From an optimization exercise on the open Yosys and OpenROAD flow, aimed at small area and a short achievable clock period; shortcuts taken in it are not production practice.
Only simulation tests tie the RTL to the original design; equivalence was not proved.
No driver is modelled on the clock port, so clocking that relies on it looks cheaper here than on a real chip.

==> inputs of v30 <==
Design int8_mac_tree, start of the top module:
module int8_mac_tree (
    input clk,  
    input reset,  
    input signed [7:0] in0,
    input signed [7:0] in1,
    input signed [7:0] in2,
    input signed [7:0] in3,
    input signed [7:0] in4,
    input signed [7:0] in5,
    input signed [7:0] in6,
    input signed [7:0] in7,
    input signed [7:0] in8,
    input signed [7:0] in9,
    input signed [7:0] in10,
    input signed [7:0] in11,
    input signed [7:0] in12,
    input signed [7:0] in13,
    input signed [7:0] in14,
    input signed [7:0] in15,
    output signed [31:0] out,
    output reg signed [15:0] prod0, prod1, prod2, prod3, prod4, prod5, prod6, prod7,
    output signed [17:0] sum_level2_0, sum_level2_1
);
    wire signed [15:0] p0, p1, p2, p3, p4, p5, p6, p7;
    multiplier_8bit mul0 (.A(in0),  .B(in1),  .P(p0));
    multiplier_8bit mul1 (.A(in2),  .B(in3),  .P(p1));
    multiplier_8bit mul2 (.A(in4),  .B(in5),  .P(p2));
    multiplier_8bit mul3 (.A(in6),  .B(in7),  .P(p3));
    multiplier_8bit mul4 (.A(in8),  .B(in9),  .P(p4));
    multiplier_8bit mul5 (.A(in10), .B(in11), .P(p5));
    multiplier_8bit mul6 (.A(in12), .B(in13), .P(p6));
    multiplier_8bit mul7 (.A(in14), .B(in15), .P(p7));
    always @(posedge clk or posedge reset) begin
        if (reset) begin
            prod0 <= 16'h0; prod1 <= 16'h0; prod2 <= 16'h0; prod3 <= 16'h0;
            prod4 <= 16'h0; prod5 <= 16'h0; prod6 <= 16'h0; prod7 <= 16'h0;
        end else begin
            prod0 <= p0; prod1 <= p1; prod2 <= p2; prod3 <= p3;
            prod4 <= p4; prod5 <= p5; prod6 <= p6; prod7 <= p7;
        end
    end
    adder_16bit sum0 (.A(prod0), .B(prod1), .C(prod2), .D(prod3), .S(sum_level2_0));
    adder_16bit sum1 (.A(prod4), .B(prod5), .C(prod6), .D(prod7), .S(sum_level2_1));
    reg signed [18:0] out_r;
    wire signed [18:0] out_sum;
    adder_18bit add_final (.A(sum_level2_0), .B(sum_level2_1), .S(out_sum));
  ...
==> flow/config.mk <==
export PLATFORM = sky130hd
export DESIGN_NAME = int8_mac_tree
export DESIGN_NICKNAME = int8_mac_tree
export VERILOG_FILES = /design/flow/design.v
export SDC_FILE = /design/flow/constraint.sdc
export NUM_CORES = 4
export LEC_CHECK = 0
export CAP_MARGIN = 20
export CORE_MARGIN = 2
export CORE_UTILIZATION = 80
export SLEW_MARGIN = 20
export SYNTH_HIERARCHICAL = 1
export SYNTH_MINIMUM_KEEP_SIZE = 0
==> flow/constraint.sdc <==
create_clock -name core_clock -period 12.0 [get_ports {clk}]
set_input_delay 2.4000 -clock core_clock [delete_from_list [all_inputs] [get_ports {clk}]]
set_output_delay 2.4000 -clock core_clock [all_outputs]
set_load 0.01 [all_outputs]
standard.sh (not shown) runs the stock make flow with config.mk's settings and CLKGATE_MAP_FILE= SYNTH_SCRIPT=/design/flow/synth_recipe.tcl, a recipe that flattens the netlist after the stock synthesis.
==> flow/flow/run.sh <==
#!/bin/bash
# Standard layout, with the port buffers made from a plain buffer cell
# instead of the delay buffer buffer_ports picks on its own, and timing
# repair aiming at a setup slack of 6.0 ns.
set -euo pipefail
export BUFFER_PORTS_ARGS="-buffer_cell sky130_fd_sc_hd__buf_1"
bash standard.sh SETUP_SLACK_MARGIN=6.0 finish > standard.log 2>&1
==> v4: changes against v30 <==
==> flow/flow/run.sh (replaced) <==
#!/bin/bash
# Standard layout with three changes:
# - the port buffers are made from a plain buffer cell instead of the delay
#   buffer buffer_ports picks on its own;
# - timing repair aims at a setup slack of 6.0 ns;
# - after CTS, flow/mycts.tcl rebuilds the clock tree with two levels of
#   clkbuf_16 (the clock port drives four of them), see that file.
set -euo pipefail
export BUFFER_PORTS_ARGS="-buffer_cell sky130_fd_sc_hd__buf_1"
export POST_CTS_TCL="$PWD/flow/mycts.tcl"
bash standard.sh SETUP_SLACK_MARGIN=6.0 finish > standard.log 2>&1
==> flow/flow/mycts.tcl (new file) <==
# Replace the clock tree that CTS built with a two-level tree: the clock port
# drives four clkbuf_16 buffers directly, each of them drives the leaf clkbuf_16
# buffers of its group, and each leaf buffer feeds the flip-flops of one cluster.
# Runs as the POST CTS step hook, inside ORFS cts.tcl.
set nleaf 8
if { [info exists ::env(MYCTS_LEAVES)] } { set nleaf $::env(MYCTS_LEAVES) }
set block [ord::get_db_block]
set db [ord::get_db]
set clknet [[$block findBTerm clk] getNet]
puts "mycts: clock port net [$clknet getName] with [llength [$clknet getITerms]] loads"
set bufmaster [$db findMaster sky130_fd_sc_hd__clkbuf_16]

# Walk the clock tree from the port: buffers to remove and the sinks they feed.
set sinks {}
set oldbufs {}
set oldnets {}
proc walk { net } {
  global sinks oldbufs oldnets
  foreach it [$net getITerms] {
    if { [$it isOutputSignal] } { continue }
    set inst [$it getInst]
    set m [[$inst getMaster] getName]
    if { [string match "sky130_fd_sc_hd__clkbuf_*" $m] || [string match "sky130_fd_sc_hd__buf_*" $m] } {
      lappend oldbufs $inst
      foreach ot [$inst getITerms] {
        if { [$ot isOutputSignal] && [$ot getNet] != "NULL" } {
          lappend oldnets [$ot getNet]
          walk [$ot getNet]
        }
      }
    } else {
      lappend sinks $it
    }
  }
}
walk $clknet
puts "mycts: [llength $oldbufs] clock buffers, [llength $sinks] sinks"
# Loads that drive nothing are CTS's dummy loads: removed with the tree.
set ffs {}
set dummies {}
foreach it $sinks {
  set inst [$it getInst]
  set m [[$inst getMaster] getName]
  if { [string match "sky130_fd_sc_hd__df*" $m] } {
    lappend ffs $it
    continue
  }
  foreach ot [$inst getITerms] {
    if { [$ot isOutputSignal] && [$ot getNet] != "NULL" } { error "mycts: unexpected clock sink $m" }
  }
  lappend dummies $inst
}
puts "mycts: [llength $ffs] flip-flops, [llength $dummies] dummy loads"
set sinks $ffs

# Sink locations (centre of the flip-flop).
set pts {}
foreach it $sinks {
  set bb [[$it getInst] getBBox]
  lappend pts [list [expr {([$bb xMin] + [$bb xMax]) / 2.0}] [expr {([$bb yMin] + [$bb yMax]) / 2.0}]]
}
proc kmeans { pts nk } {
  set n [llength $pts]
  set cx 0; set cy 0
  foreach p $pts { set cx [expr {$cx + [lindex $p 0]}]; set cy [expr {$cy + [lindex $p 1]}] }
  set cx [expr {$cx / $n}]; set cy [expr {$cy / $n}]
  set cent {}
  for {set k 0} {$k < $nk} {incr k} {
    set a [expr {2 * 3.14159265 * ($k + 0.5) / $nk}]
    lappend cent [list [expr {$cx + 30000 * cos($a)}] [expr {$cy + 30000 * sin($a)}]]
  }
  for {set iter 0} {$iter < 50} {incr iter} {
    set asg {}
    foreach p $pts {
      set best 0; set bd 1e30
      for {set k 0} {$k < $nk} {incr k} {
        set c [lindex $cent $k]
        set d [expr {abs([lindex $p 0] - [lindex $c 0]) + abs([lindex $p 1] - [lindex $c 1])}]
        if { $d < $bd } { set bd $d; set best $k }
      }
      lappend asg $best
    }
    set newc {}
    for {set k 0} {$k < $nk} {incr k} {
      set sx 0; set sy 0; set cnt 0
      foreach p $pts a $asg {
        if { $a == $k } { set sx [expr {$sx + [lindex $p 0]}]; set sy [expr {$sy + [lindex $p 1]}]; incr cnt }
      }
      if { $cnt > 0 } { lappend newc [list [expr {$sx / $cnt}] [expr {$sy / $cnt}]] } else { lappend newc [lindex $cent $k] }
    }
    set cent $newc
  }
  return [list $cent $asg]
}
lassign [kmeans $pts $nleaf] cent asg
set ntop 4
lassign [kmeans $cent $ntop] tcent tasg

# Remove the old tree.
foreach it $sinks { $it disconnect }
foreach inst $dummies { odb::dbInst_destroy $inst }
foreach inst $oldbufs { odb::dbInst_destroy $inst }
foreach net $oldnets { odb::dbNet_destroy $net }

# Build the new one: the port drives the top buffers, each top buffer drives
# the leaf buffers of its group, each leaf buffer drives its flip-flops.
proc mkbuf { name c innet } {
  global block bufmaster
  set inst [odb::dbInst_create $block $bufmaster $name]
  set net [odb::dbNet_create $block "net_$name"]
  $net setSigType CLOCK
  $inst setLocation [expr {int([lindex $c 0])}] [expr {int([lindex $c 1])}]
  $inst setPlacementStatus PLACED
  [$inst findITerm A] connect $innet
  [$inst findITerm X] connect $net
  return $net
}
set topnets {}
for {set t 0} {$t < $ntop} {incr t} {
  lappend topnets [mkbuf "clktop_$t" [lindex $tcent $t] $clknet]
}
for {set k 0} {$k < $nleaf} {incr k} {
  set net [mkbuf "clkleaf_$k" [lindex $cent $k] [lindex $topnets [lindex $tasg $k]]]
  set cnt 0
  foreach it $sinks a $asg {
    if { $a == $k } { $it connect $net; incr cnt }
  }
  puts "mycts: leaf $k (top [lindex $tasg $k]) drives $cnt sinks"
}
detailed_placement
estimate_parasitics -placement

# Timing repair with the new tree, as cts.tcl does after CTS.
repair_timing_helper
detailed_placement
check_placement -verbose
--- a/flow/config.mk
+++ b/flow/config.mk
@@ -7,7 +7,7 @@
 export LEC_CHECK = 0
 export CAP_MARGIN = 20
 export CORE_MARGIN = 2
-export CORE_UTILIZATION = 80
+export CORE_UTILIZATION = 72
 export SLEW_MARGIN = 20
 export SYNTH_HIERARCHICAL = 1
 export SYNTH_MINIMUM_KEEP_SIZE = 0
==> v18: changes against v30 <==
--- a/flow/config.mk
+++ b/flow/config.mk
@@ -7,7 +7,9 @@
 export LEC_CHECK = 0
 export CAP_MARGIN = 20
 export CORE_MARGIN = 2
-export CORE_UTILIZATION = 80
+export CORE_UTILIZATION = 72
+export CTS_CLUSTER_DIAMETER = 100
+export CTS_CLUSTER_SIZE = 30
 export SLEW_MARGIN = 20
 export SYNTH_HIERARCHICAL = 1
 export SYNTH_MINIMUM_KEEP_SIZE = 0
==> v25: changes against v30 <==
--- a/flow/config.mk
+++ b/flow/config.mk
@@ -7,7 +7,7 @@
 export LEC_CHECK = 0
 export CAP_MARGIN = 20
 export CORE_MARGIN = 2
-export CORE_UTILIZATION = 80
+export CORE_UTILIZATION = 72
 export SLEW_MARGIN = 20
 export SYNTH_HIERARCHICAL = 1
 export SYNTH_MINIMUM_KEEP_SIZE = 0
==> flow_summary.ini <==
[status]
outcome = no timing/DRC/antenna violations

[setup_path]
reg2reg_slack_ns = 7.48
crit_path_end = sum_level2_1[13]

[routing]
wl_met2_um = 23980
vias = 14330

[min_path]
hold_depth = 3

[final_layout]
fin_area_sq_um = 21780
n_all_inverters = 61

[job]
max-cap-violations = 0

[timing]
hold_ws_ns = 0.7812
rsz0062_at_grt = yes
(the above is from v18)
==> flow_summary.ini <==
[logic_synthesis]
yosys.area.top_type = fa_1
yosysUniqueCellTypes = 20
synth_compound_area_share_pct = 6.965
synthMuxAreaShare_pct = 0
synth_warnings = 7

[status]
error = Error: cts.tcl, 90 divide by zero
outcome = aborted with a tool error
lastStage = 4_1_cts

[die]
row_count = 61
die_height_um = 173.1
ios = 326

[placement]
postPlaceCellArea_sq_um = 21030
dp_hpwl_um = 42650
(the above is from v4)
==> flow_summary.ini <==
[setup_path]
cp_max_fo = 8
crit_path_end = prod5[12]$_DFF_PP0_

[timing]
final.setup.worst_slack_ns = 5.950
rsz0062_at_grt = no
hold_ws_ns = 0.8292

[job]
max-cap-violations = 0

[final_layout]
final_util_pct = 86.61
n_all_inverters = 61
multi_input_area_sq_um = 15600

[status]
outcome = no timing/DRC/antenna violations

[logic_synthesis]
synth_fa_ha_area_share_pct = 45.47
synthSimpleGateAreaFrac_pct = 15.22

[min_path]
hold_depth = 3

[placement]
placed_cells = 2389

[routing]
vias = 15260
(the above is from v30)
==> flow_summary.ini <==
[status]
outcome = no timing/DRC/antenna violations

[die]
ios = 326

[clocking]
cts_sinks = 147

[routing]
vias = 14330
drc = 0
wl_met2_um = 23980
drtIter0Drc = 1040

[timing]
hold_ws_ns = 0.7812
rsz0062_at_grt = yes

[job]
max-cap-violations = 0

[final_layout]
fin_area_sq_um = 21780

[setup_path]
reg2reg_slack_ns = 7.48
crit_path_end = sum_level2_1[13]

[min_path]
hold_depth = 3
(the above is from v25)

what the ideal ports hide:
The results above use ideal ports. As a check the final layouts listed here were re-extracted and re-timed, cells and wires unchanged. Step 1: set_driving_cell puts a clkbuf_16 on clk and a buf_2 on each other input, an assumption about the parent block. Step 2 adds t to the input delays and takes it off the output delays; t is the mean of the earliest and latest rising clock arrival at the registers after step 1. Input paths then give back, and output paths get back, about the clock's delay inside the block. Slacks: ideal ports / drivers / drivers and shift; pairs: ideal ports / drivers.
| run | t (ns) | slack for setup (ns) | worst setup path after step 2 | latest minus earliest clock arrival (ns) |
|---|---|---|---|---|
| v30 | 0.490 | 5.950 / 5.962 / 5.472 | input to register | 0.017 / 0.016 |
| v18 | 0.480 | 6.071 / 6.017 / 5.739 | input to register | 0.012 / 0.012 |
| v25 | 0.480 | 6.071 / 6.017 / 5.739 | input to register | 0.012 / 0.012 |
After both steps setup and hold are still met in every run listed. The setup slack of v30, which loses most, moves by +0.012 ns with the drivers and by -0.478 ns with both steps.
